Context: an optimization exercise on an open-source flow, tuned for small area. The choices shown serve that exercise and are no tape-out recipe.
The RTL was checked by simulation tests, not by an equivalence proof against the original design.
Power is estimated from default activity; no workload was simulated.

==> job 6919 <==
==> flow/design.v <==
module decimal_to_7segment_digit(
	input [3:0] decimal,
	output [6:0] segments
);
	wire [15:0] code = 16'd1 << decimal;
	assign segments[6] = |(code & 16'b0000001111101101);  
	assign segments[5] = |(code & 16'b0000001110011111);  
	assign segments[4] = |(code & 16'b0000001111111011);  
	assign segments[3] = |(code & 16'b0000000101101101);  
	assign segments[2] = |(code & 16'b0000000101000101);  
	assign segments[1] = |(code & 16'b0000001101110001);  
	assign segments[0] = |(code & 16'b0000001101111100);  
endmodule
module display(
	input wire clk,
	input wire user_btn,
	output wire [2:0] rgb_led,
	output wire digit_anode1,
	output wire digit_anode2,
	output wire digit_anode3,
	output wire digit_anode4,
	output wire segmentA,
	output wire segmentB,
	output wire segmentC,
	output wire segmentD,
	output wire segmentE,
	output wire segmentF,
	output wire segmentG
);
	wire rst = ~user_btn;
	reg [7:0] t;
	reg [3:0] d;
	wire t_end = &t[7:4];           
	wire d_end = d[3] & d[2];       
	wire d_one = d == 4'd1;
	always @(posedge clk) begin
		if (rst | t_end) t <= 0;
		else t <= t + 1'b1;
		if (rst | d_end) d <= 0;
		else d <= d + 1'b1;
	end
	reg [3:0] c0, c1, c2, c3;
	reg c4;
	wire inc0 = t_end & ~c4;
	wire inc1 = inc0 & (c0 == 4'd9);
	wire inc2 = inc1 & (c1 == 4'd9);
	wire inc3 = inc2 & (c2 == 4'd9);
	wire inc4 = inc3 & (c3 == 4'd9);
	always @(posedge clk) begin
		if (rst) begin
			c0 <= 0; c1 <= 0; c2 <= 0; c3 <= 0; c4 <= 0;
		end else begin
			if (inc0) c0 <= (c0 == 4'd9) ? 4'd0 : c0 + 1'b1;
			if (inc1) c1 <= (c1 == 4'd9) ? 4'd0 : c1 + 1'b1;
			if (inc2) c2 <= (c2 == 4'd9) ? 4'd0 : c2 + 1'b1;
			if (inc3) c3 <= (c3 == 4'd9) ? 4'd0 : c3 + 1'b1;
			if (t_end) c4 <= inc4;
		end
	end
	reg [1:0] s;
	reg [3:0] l;
	always @(posedge clk) begin
		if (rst) begin
			s <= 0;
			l <= 4'd15;
		end else if (d_end) s <= s + 1'b1;
		else if (d_one) begin
			case (s)
				2'd0: l <= c0;
				2'd1: l <= c1;
				2'd2: l <= c2;
				2'd3: l <= c3;
			endcase
		end
	end
	wire [6:0] seg;
	decimal_to_7segment_digit conv (l, seg);
	assign rgb_led = 3'b111;
	assign digit_anode4 = ~(s == 2'd0);
	assign digit_anode3 = ~(s == 2'd1);
	assign digit_anode2 = ~(s == 2'd2);
	assign digit_anode1 = ~(s == 2'd3);
	assign {segmentA, segmentB, segmentC, segmentD, segmentE, segmentF, segmentG} = seg;
endmodule
==> flow/run.sh <==
#!/bin/bash
# synth_recipe.tcl (not shown) runs the flow's synth.tcl, then flattens the netlist and writes it again
# the make line also repeats each setting of config.mk as NAME=value (left out here)
make -C /OpenROAD-flow-scripts/flow DESIGN_CONFIG=/design/flow/config.mk WORK_HOME=/design/flow/orfs CLKGATE_MAP_FILE= SYNTH_SCRIPT=/design/flow/synth_recipe.tcl finish
==> flow/config.mk <==
export PLATFORM = sky130hd
export DESIGN_NAME = display
export DESIGN_NICKNAME = display
export VERILOG_FILES = /design/flow/design.v
export SDC_FILE = /design/flow/constraint.sdc
export NUM_CORES = 4
export LEC_CHECK = 0
export CAP_MARGIN = 20
export CORE_MARGIN = 2
export CORE_UTILIZATION = 40
export SLEW_MARGIN = 20
==> flow/constraint.sdc <==
create_clock -name core_clock -period 20.0 [get_ports {clk}]
set_input_delay 4.0000 -clock core_clock [delete_from_list [all_inputs] [get_ports {clk}]]
set_output_delay 4.0000 -clock core_clock [all_outputs]
set_load 0.01 [all_outputs]
==> job 4138 (differences from job 6919) <==
--- a/flow/design.v
+++ b/flow/design.v
@@ -28,50 +28,62 @@
 	output wire segmentG
 );
 	wire rst = ~user_btn;
-	reg [7:0] t;
+	localparam [7:0] TM = 8'haa;
+	reg [7:0] ty;
+	wire [7:0] tx = ty ^ TM;
+	wire tick = ~|tx[6:0];
+	wire tz = rst | tick;
+	always @(posedge clk)
+		ty <= (tz ? 8'h51 : {tx[6:0], tx[7] ^ ~(tx[0] ^ tx[1])}) ^ TM;
 	reg [3:0] d;
-	wire t_end = &t[7:4];           
 	wire d_end = d[3] & d[2];       
 	wire d_one = d == 4'd1;
 	always @(posedge clk) begin
-		if (rst | t_end) t <= 0;
-		else t <= t + 1'b1;
 		if (rst | d_end) d <= 0;
 		else d <= d + 1'b1;
 	end
-	reg [3:0] c0, c1, c2, c3;
-	reg c4;
-	wire inc0 = t_end & ~c4;
-	wire inc1 = inc0 & (c0 == 4'd9);
-	wire inc2 = inc1 & (c1 == 4'd9);
-	wire inc3 = inc2 & (c2 == 4'd9);
-	wire inc4 = inc3 & (c3 == 4'd9);
+	reg [1:0] s;
+	always @(posedge clk) begin
+		if (rst) s <= 0;
+		else if (d_end) s <= s + 1'b1;
+	end
+	reg [3:0] n0, n1y, n2, n3y;
+	wire [3:0] n1 = ~n1y;
+	wire [3:0] n3 = ~n3y;
+	reg cf;       
+	reg p;        
+	reg f;        
+	wire [1:0] ph = s + d[1:0];
+	wire ones_ent = ph == 2'd0;
+	wire thou_ent = ph == 2'd3;
+	wire step = tick | p;
+	wire c_in = ones_ent ? (step & ~f) : cf;
+	wire n3_9 = n3[3] & n3[0];
+	wire c_out = c_in & n3_9;
+	wire [3:0] n3_inc = n3_9 ? 4'd0 : n3 + 1'b1;
 	always @(posedge clk) begin
 		if (rst) begin
-			c0 <= 0; c1 <= 0; c2 <= 0; c3 <= 0; c4 <= 0;
+			n0 <= 0; n1y <= 4'hf; n2 <= 0; n3y <= 4'hf;
+			cf <= 0; p <= 0; f <= 0;
 		end else begin
-			if (inc0) c0 <= (c0 == 4'd9) ? 4'd0 : c0 + 1'b1;
-			if (inc1) c1 <= (c1 == 4'd9) ? 4'd0 : c1 + 1'b1;
-			if (inc2) c2 <= (c2 == 4'd9) ? 4'd0 : c2 + 1'b1;
-			if (inc3) c3 <= (c3 == 4'd9) ? 4'd0 : c3 + 1'b1;
-			if (t_end) c4 <= inc4;
+			n0 <= c_in ? n3_inc : n3;
+			n1y <= ~n0;
+			n2 <= n1;
+			n3y <= ~n2;
+			cf <= c_out & ~thou_ent;
+			p <= step & ~ones_ent;
+			f <= (f & ~(ones_ent & step)) | (c_out & thou_ent);
 		end
 	end
-	reg [1:0] s;
+	wire lower9 = (s == 2'd0) | (n1[3] & n1[0] & ((s == 2'd1) |
+	              (n2[3] & n2[0] & ((s == 2'd2) | (n3_9)))));
+	wire corr = p & ~f & lower9;
+	wire n0_9 = n0[3] & n0[0];
+	wire [3:0] sample = corr ? (n0_9 ? 4'd0 : n0 + 1'b1) : n0;
 	reg [3:0] l;
 	always @(posedge clk) begin
-		if (rst) begin
-			s <= 0;
-			l <= 4'd15;
-		end else if (d_end) s <= s + 1'b1;
-		else if (d_one) begin
-			case (s)
-				2'd0: l <= c0;
-				2'd1: l <= c1;
-				2'd2: l <= c2;
-				2'd3: l <= c3;
-			endcase
-		end
+		if (rst) l <= 4'd15;
+		else if (d_one) l <= sample;
 	end
 	wire [6:0] seg;
 	decimal_to_7segment_digit conv (l, seg);
==> flow/flow/run.sh (new file) <==
#!/bin/bash
# Standard layout, with an area-oriented ABC script in synthesis (registers
# untouched), smaller port buffers and a smaller clock tree.
set -euo pipefail
W=$PWD
sed -e "s#SYNTH_SCRIPT=[^ ]*#SYNTH_SCRIPT=$W/flow/my_synth.tcl#" standard.sh > my_standard.sh
export MY_ABC_SCRIPT=$W/flow/area.abc
export BUFFER_PORTS_ARGS="-buffer_cell sky130_fd_sc_hd__buf_1"
export CTS_ARGS="-sink_clustering_enable -repair_clock_nets -dont_use_dummy_load -sink_clustering_size 20 -sink_clustering_max_diameter 200 -buf_list {sky130_fd_sc_hd__clkbuf_4}"
bash my_standard.sh > make_flow.log 2>&1
==> flow/flow/area.abc (new file) <==
strash
dc2
dc2
dch -f
amap
topo
==> flow/flow/my_synth.tcl (new file) <==
proc synth {args} { yosys synth -nofsm -noshare {*}$args }
proc extract_fa {args} { }
proc abc {args} {
  set out {}
  set skip 0
  foreach a $args {
    if {$skip} { set skip 0; continue }
    if {$a eq "-script" || $a eq "-D"} { set skip 1; continue }
    lappend out $a
  }
  yosys abc -script $::env(MY_ABC_SCRIPT) {*}$out
}
source $::env(SCRIPTS_DIR)/synth.tcl
# left out here: clear keep_hierarchy, flatten, clean up, hide names made inside functions, write 1_2_yosys.v
==> flow/standard.sh (new file) <==
#!/bin/bash
# synth_recipe.tcl (not shown) runs the flow's synth.tcl, then flattens the netlist and writes it again
# the make line also repeats each setting of config.mk as NAME=value (left out here)
make -C /OpenROAD-flow-scripts/flow DESIGN_CONFIG=/design/flow/config.mk WORK_HOME=/design/flow/orfs CLKGATE_MAP_FILE= SYNTH_SCRIPT=/design/flow/synth_recipe.tcl "${@:-finish}"
removed: flow/run.sh
==> impl_metrics.csv <==
group,metric,value,unit
pwr,power,0.123,mW
clock_tree,cts-root-buf,"clkbuf_4",
sta,worst_pin_slew,869,ps
pwr,p_int,0.0920,mW
cells_and_area,stdcell_area,1500,µm²
cells_and_area,num-nonclk-inverters,21,
cells_and_area,layout-drive-gt1-share,2.73,%
status,status,"complete, no violations",
cells_and_area,multiInputGateArea,536,µm²
worst_setup_path,critPathBufInv,2,
placed_design,gp_congestion,0.785,
cells_and_area,final_nets,187,
-- figures above: job 4138

==> impl_metrics.csv <==
group,metric,value,unit
status,status,"complete, no violations",
sta,worst_pin_slew,638,ps
cells_and_area,layout-drive-gt1-share,6.03,%
cells_and_area,final_nets,241,
worst_setup_path,critPathBufInv,1,
clock_tree,clkSinkCount,35,
cells_and_area,multiInputGateArea,1040,µm²
clock_tree,clk_pin_slew_worst_paths,70,ps
logic_synthesis,synth_area_leaders,"dfxtp_1, ha_1, nand2_1",
cells_and_area,num-nonclk-inverters,15,
pwr,ir_worst_vdd,30.5,µV
-- figures above: job 6919

port drivers added, routing unchanged:
How much do the figures lean on ideal ports? The routed layouts below were timed once more, with nothing changed but the port constraints. Step 1 assumes that a clkbuf_16 drives the clock port and a buf_2 every other input. Step 2 moves the port delays by t, midway between the first and last clock arrival at a register: inputs arrive t later, outputs are due t later. That takes back most of the time a late clock gives input paths. Three values: no drivers, after step 1, after step 2; two values: the first two.
run	t, ns	setup WS [ns]	latest minus earliest clock arrival (ns)	worst data-port slew with drivers (ns)
job 6919	0.307	14.139 / 14.113 / 14.320	0.005 / 0.005	0.03
job 4138	0.355	14.513 / 14.491 / 14.260	0.027 / 0.027	0.03
After both steps every run listed still meets setup and hold. For job 4138, which loses most, drivers alone change the setup slack by -0.022 ns; drivers and shift together by -0.253 ns.
